From an optimization exercise on the open Yosys and OpenROAD flow, aimed at small area, a short achievable clock period and few clock cycles per item; shortcuts taken in it are not production practice. The RTL was checked by simulation tests, not by an equivalence proof against the original design.

## div_top
module div_top (
  input         clk,
  input         rst,
  input         in_valid,
  output        in_ready,
  input  [63:0] dividend,
  input  [31:0] divisor,
  output        out_valid,
  output [32:0] quotient
);
clock: 175.0 ns
lec_check: 0
cap_margin: 20
core_margin: 2
core_utilization: 55
cts_cluster_diameter: 50
cts_cluster_size: 10
setup_slack_margin: 3
slew_margin: 20
run.sh (not shown) runs the stock make flow with config.mk's settings and CLKGATE_MAP_FILE= SYNTH_SCRIPT=/design/flow/synth_recipe.tcl, a recipe that flattens the netlist after the stock synthesis.
The first run passed the timing, DRC and antenna checks.
Testbench counts at the start, summed over its fixed seeds: cycles 6,842, items 3,200.
Next try:
Settings changed: CAP_MARGIN 20 to 70, SLEW_MARGIN 20 to 70.
Result: Clock skew came out lower by 0.014 ns. Cell area came out higher by 1.7%. Worst setup slack improves by 1.5 ns. Critical path depth came out lower by 150. Worst hold slack improves by 0.0058 ns. Utilization came out higher by 1.0 points.

---

div_top, a different RTL version from the one above (not shown whole).
Size in the first run: roughly 6,500 cells after synthesis, ~410 flip-flops, ~130 I/O pins, roughly 50,000 sq um of cells after synthesis.
clock: 175.0 ns
lec_check: 0
abc_area: 1
cap_margin: 20
core_margin: 2
core_utilization: 55
cts_buf_list: sky130_fd_sc_hd__clkbuf_8 sky130_fd_sc_hd__clkbuf_16
cts_cluster_diameter: 80
cts_cluster_size: 20
setup_slack_margin: 3
slew_margin: 20
The first run ran to the end with no violations.
Testbench counts at the start, summed over its fixed seeds: cycles 3,232, items 3,200.
Next try:
CTS_BUF_LIST = not set   (was sky130_fd_sc_hd__clkbuf_8 sky130_fd_sc_hd__clkbuf_16)
CTS_CLUSTER_DIAMETER = 50   (was 80)
CTS_CLUSTER_SIZE = 10   (was 20)
Wire length rose by 0.50%.
Setup slack gets better by 0.014 ns.
Final area rose by 1.5%.
Next try:
CTS_BUF_LIST = sky130_fd_sc_hd__clkbuf_8   (was not set)
CTS_CLUSTER_DIAMETER = 60   (was 50)
CTS_CLUSTER_SIZE = 15   (was 10)
The new run completed without violations.
Routed wire length went down slightly.
Worst hold slack improves by 0.0064 ns.
Design area decreases slightly.
Via count barely changes.

---

Setup of run A:
The RTL this note starts from:
==> flow/design.v <==
module srt4_steps #(parameter S = 6, parameter LW = 34, parameter NW = 6) (
  input  [32:0]   ws_i,
  input  [32:0]   wc_i,
  input  [LW-1:0] low_i,
  input  [NW-1:0] qn_i,
  input  [30:0]   dn,
  output [32:0]   ws_o,
  output [32:0]   wc_o,
  output [LW-1:0] low_o,
  output [NW-1:0] qn_o
);
  function automatic [3:0] qsel(input [6:0] est, input [2:0] di);
    reg signed [6:0] e;
    reg signed [6:0] m2, m1, m0, mn;
    reg ge2, ge1, ge0, gen;
    begin
      e = est;
      case (di)
        3'd0: begin m2 = 7'sd12; mn = -7'sd13; end
        3'd1: begin m2 = 7'sd14; mn = -7'sd15; end
        3'd2: begin m2 = 7'sd15; mn = -7'sd16; end
        3'd3: begin m2 = 7'sd16; mn = -7'sd18; end
        3'd4: begin m2 = 7'sd18; mn = -7'sd20; end
        3'd5: begin m2 = 7'sd20; mn = -7'sd20; end
        3'd6: begin m2 = 7'sd20; mn = -7'sd22; end
        default: begin m2 = 7'sd24; mn = -7'sd24; end
      endcase
      m1 = di[2] ? 7'sd6 : 7'sd4;
      m0 = di[2] ? -7'sd8 : -7'sd5;
      ge2 = (e >= m2);
      ge1 = (e >= m1);
      ge0 = (e >= m0);
      gen = (e >= mn);
      qsel = {ge1, ~ge0, ge2 | ~gen, (ge1 & ~ge2) | (gen & ~ge0)};
    end
  endfunction
  reg [32:0]   ws, wc;
  reg [LW-1:0] low;
  reg [NW-1:0] qn;
  reg [34:0]   ys, yc, op, s35, c35;
  reg [6:0]    est;
  reg [3:0]    qd;
  integer s;
  always @(*) begin
    ws  = ws_i;
    wc  = wc_i;
    low = low_i;
    qn  = qn_i;
    for (s = 0; s < S; s = s + 1) begin
      ys  = {ws, low[LW-1:LW-2]};
      yc  = {wc, 2'b00};
      est = ys[34:28] + yc[34:28];
      qd  = qsel(est, dn[30:28]);
      op  = ({35{qd[3] & qd[1]}} & ~{2'b01, dn, 1'b0}) | ({35{qd[3] & qd[0]}} & ~{3'b001, dn})
          | ({35{qd[2] & qd[1]}} &  {2'b01, dn, 1'b0}) | ({35{qd[2] & qd[0]}} &  {3'b001, dn});
      s35 = ys ^ yc ^ op;
      c35 = {(ys[33:0] & yc[33:0]) | (ys[33:0] & op[33:0]) | (yc[33:0] & op[33:0]), qd[3]};
      ws  = s35[32:0];
      wc  = c35[32:0];
      low = {low[LW-3:0], qd[1] | (qd[2] & qd[0]), qd[0]};
      qn  = {qn[NW-2:0], qd[2]};
    end
  end
  assign ws_o  = ws;
  assign wc_o  = wc;
  assign low_o = low;
  assign qn_o  = qn;
endmodule
module div_top (
  input         clk,
  input         rst,
  input         in_valid,
  output        in_ready,
  input  [63:0] dividend,
  input  [31:0] divisor,
  output        out_valid,
  output [32:0] quotient
);
  localparam S1 = 5, S2 = 6, S3 = 6;    
  localparam W  = 2 * (S1 + S2 + S3);   
  localparam N1 = S1;                   
  localparam N2 = S1 + S2;              
  localparam N3 = S1 + S2 + S3;
  reg        v0;
  reg [63:0] a0;
  reg [31:0] d0;
  always @(posedge clk) begin
    if (rst) v0 <= 1'b0;
    else     v0 <= in_valid;
    a0 <= dividend;
    d0 <= divisor;
  end
  wire sat0 = !(a0[63:33] < d0);    
  reg [4:0] sh;
  integer i;
  always @(*) begin
    sh = 5'd0;
    for (i = 0; i < 32; i = i + 1)
      if (d0[i]) sh = 5'd31 - i[4:0];
  end
  wire [31:0]   dn0 = d0 << sh;
  wire [94:0]   an0 = {31'd0, a0} << sh;
  wire [32:0]   w0  = {2'b00, an0[64:W]};
  wire [32:0]   ws1_c, wc1_c;
  wire [W-1:0]  low1_c;
  wire [N1-1:0] qn1_c;
  srt4_steps #(.S(S1), .LW(W), .NW(N1)) u_s1 (
    .ws_i(w0), .wc_i(33'd0), .low_i(an0[W-1:0]), .qn_i({N1{1'b0}}), .dn(dn0[30:0]),
    .ws_o(ws1_c), .wc_o(wc1_c), .low_o(low1_c), .qn_o(qn1_c));
  reg          v1, sat1;
  reg [32:0]   ws1, wc1;
  reg [W-1:0]  low1;
  reg [N1-1:0] qn1;
  reg [30:0]   dn1;
  always @(posedge clk) begin
    if (rst) v1 <= 1'b0;
    else     v1 <= v0;
    sat1 <= sat0;
    ws1  <= ws1_c;
    wc1  <= wc1_c;
    low1 <= low1_c;
    qn1  <= qn1_c;
    dn1  <= dn0[30:0];
  end
  wire [32:0]   ws2_c, wc2_c;
  wire [W-1:0]  low2_c;
  wire [N2-1:0] qn2_c;
  srt4_steps #(.S(S2), .LW(W), .NW(N2)) u_s2 (
    .ws_i(ws1), .wc_i(wc1), .low_i(low1), .qn_i({{(N2-N1){1'b0}}, qn1}), .dn(dn1),
    .ws_o(ws2_c), .wc_o(wc2_c), .low_o(low2_c), .qn_o(qn2_c));
  reg          v2, sat2;
  reg [32:0]   ws2, wc2;
  reg [W-1:0]  low2;
  reg [N2-1:0] qn2;
  reg [30:0]   dn2;
  always @(posedge clk) begin
    if (rst) v2 <= 1'b0;
    else     v2 <= v1;
    sat2 <= sat1;
    ws2  <= ws2_c;
    wc2  <= wc2_c;
    low2 <= low2_c;
    qn2  <= qn2_c;
    dn2  <= dn1;
  end
  wire [32:0]  ws3_c, wc3_c;
  wire [W-1:0] low3_c;
  wire [N3-1:0] qn3_c;
  srt4_steps #(.S(S3), .LW(W), .NW(N3)) u_s3 (
    .ws_i(ws2), .wc_i(wc2), .low_i(low2), .qn_i({{(N3-N2){1'b0}}, qn2}), .dn(dn2),
    .ws_o(ws3_c), .wc_o(wc3_c), .low_o(low3_c), .qn_o(qn3_c));
  reg [W-1:0] nq;
  integer j;
  always @(*) begin
    nq = {W{1'b0}};
    for (j = 0; j < N3 - 1; j = j + 1)
      nq[2*j+2] = qn3_c[j];
  end
  wire [32:0] rfin = ws3_c + wc3_c;
  wire [32:0] q3   = low3_c[32:0] - nq[32:0] - {32'd0, rfin[32]};
  reg        v3;
  reg [32:0] q_r;
  always @(posedge clk) begin
    if (rst) v3 <= 1'b0;
    else     v3 <= v2;
    q_r <= q3 | {33{sat2}};
  end
  assign in_ready  = 1'b1;
  assign out_valid = v3;
  assign quotient  = q_r;
endmodule
==> flow/config.mk <==
export PLATFORM = sky130hd
export DESIGN_NAME = div_top
export DESIGN_NICKNAME = div_top
export VERILOG_FILES = /design/flow/design.v
export SDC_FILE = /design/flow/constraint.sdc
export NUM_CORES = 4
export LEC_CHECK = 0
export ABC_AREA = 1
export CAP_MARGIN = 20
export CORE_MARGIN = 2
export CORE_UTILIZATION = 70
export CTS_CLUSTER_DIAMETER = 50
export CTS_CLUSTER_SIZE = 10
export SETUP_SLACK_MARGIN = 3
export SLEW_MARGIN = 20
==> flow/constraint.sdc <==
create_clock -name core_clock -period 175.0 [get_ports {clk}]
set_input_delay 35.0000 -clock core_clock [delete_from_list [all_inputs] [get_ports {clk}]]
set_output_delay 35.0000 -clock core_clock [all_outputs]
set_load 0.01 [all_outputs]
Testbench counts of run A, summed over its fixed seeds: cycles 3,232, items 3,200.
diff inputs: run A => run B
- CTS_CLUSTER_SIZE now 15, was 10
- CTS_BUF_LIST now sky130_fd_sc_hd__clkbuf_8, previously not set
- CTS_CLUSTER_DIAMETER now 60, was 50
- CORE_UTILIZATION now 55, was 70
==> flow/flow/run.sh (new file) <==
#!/bin/bash
# Standard layout, except that the port buffers are buf_2 cells instead of
# the default pick (a delay buffer), which shortens every input and output path.
set -e
export BUFFER_PORTS_ARGS="-buffer_cell sky130_fd_sc_hd__buf_2"
bash standard.sh > standard.log 2>&1
==> flow/standard.sh (new file) <==
#!/bin/bash
# synth_recipe.tcl (not shown) runs the flow's synth.tcl, then flattens the netlist and writes it again
# the make line also repeats each setting of config.mk as NAME=value (left out here)
make -C /OpenROAD-flow-scripts/flow DESIGN_CONFIG=/design/flow/config.mk WORK_HOME=/design/flow/orfs CLKGATE_MAP_FILE= SYNTH_SCRIPT=/design/flow/synth_recipe.tcl "${@:-finish}"
removed: flow/run.sh
==> results.txt <==
Slew at the pin with the worst max-slew slack | run B below run A
Diff run A -> run B: worst hold slack after final layout now sits higher; post-CTS clock slew at the launch and capture registers of the worst setup and hold paths saw an increase; max-slew violation total from the final report roughly the same; final area saw a decrease; maximum clock frequency went up.
--- input diff run B..run C ---
- swapping 15 for 30 in CTS_CLUSTER_SIZE
- swapping 60 for 100 in CTS_CLUSTER_DIAMETER
- swapping sky130_fd_sc_hd__clkbuf_8 for sky130_fd_sc_hd__clkbuf_16 in CTS_BUF_LIST
Notes after the runs:
- Going from run B to run C, portion of the clock cycle consumed by the worst path in the final layout has remained practically unchanged, top-level I/O count has remained practically unchanged, final standard cell count with taps included and fillers excluded has decreased, worst hold margin has decreased.

==> port drivers added, routing unchanged <==
No port has a modelled driver above. Below, the same layouts with a new extraction and two added sets of constraints. Step 1, drivers: a clkbuf_16 drives clk and a buf_2 each remaining input, both assumed. Step 2, shift: input delay + t, output delay - t, t = (earliest + latest rising clock arrival at the registers) / 2. This alone moves slack from input paths to output paths. a / b / c = ideal / step 1 / step 2; a / b = the first two.
| run | t, ns | setup slack, ns | worst slew at a driven data input, ns |
|---|---|---|---|
| the first run of note 1 | 0.613 | 136.797 / 136.797 / 136.797 | 0.05 |
| the second run of note 1 | 0.618 | 138.323 / 138.260 / 138.878 | 0.05 |
| the first run of note 2 | 0.718 | 138.493 / 138.423 / 139.141 | 0.04 |
| the second run of note 2 | 0.706 | 138.507 / 138.439 / 139.145 | 0.04 |
| the third run of note 2 | 0.766 | 138.436 / 138.371 / 139.137 | 0.04 |
| run A | 0.689 | 138.480 / 138.408 / 139.096 | 0.05 |
| run B | 0.781 | 138.800 / 138.733 / 139.514 | 0.04 |
| run C | 0.688 | 138.896 / 138.824 / 139.511 | 0.04 |
After both steps setup and hold are still met in every run listed.
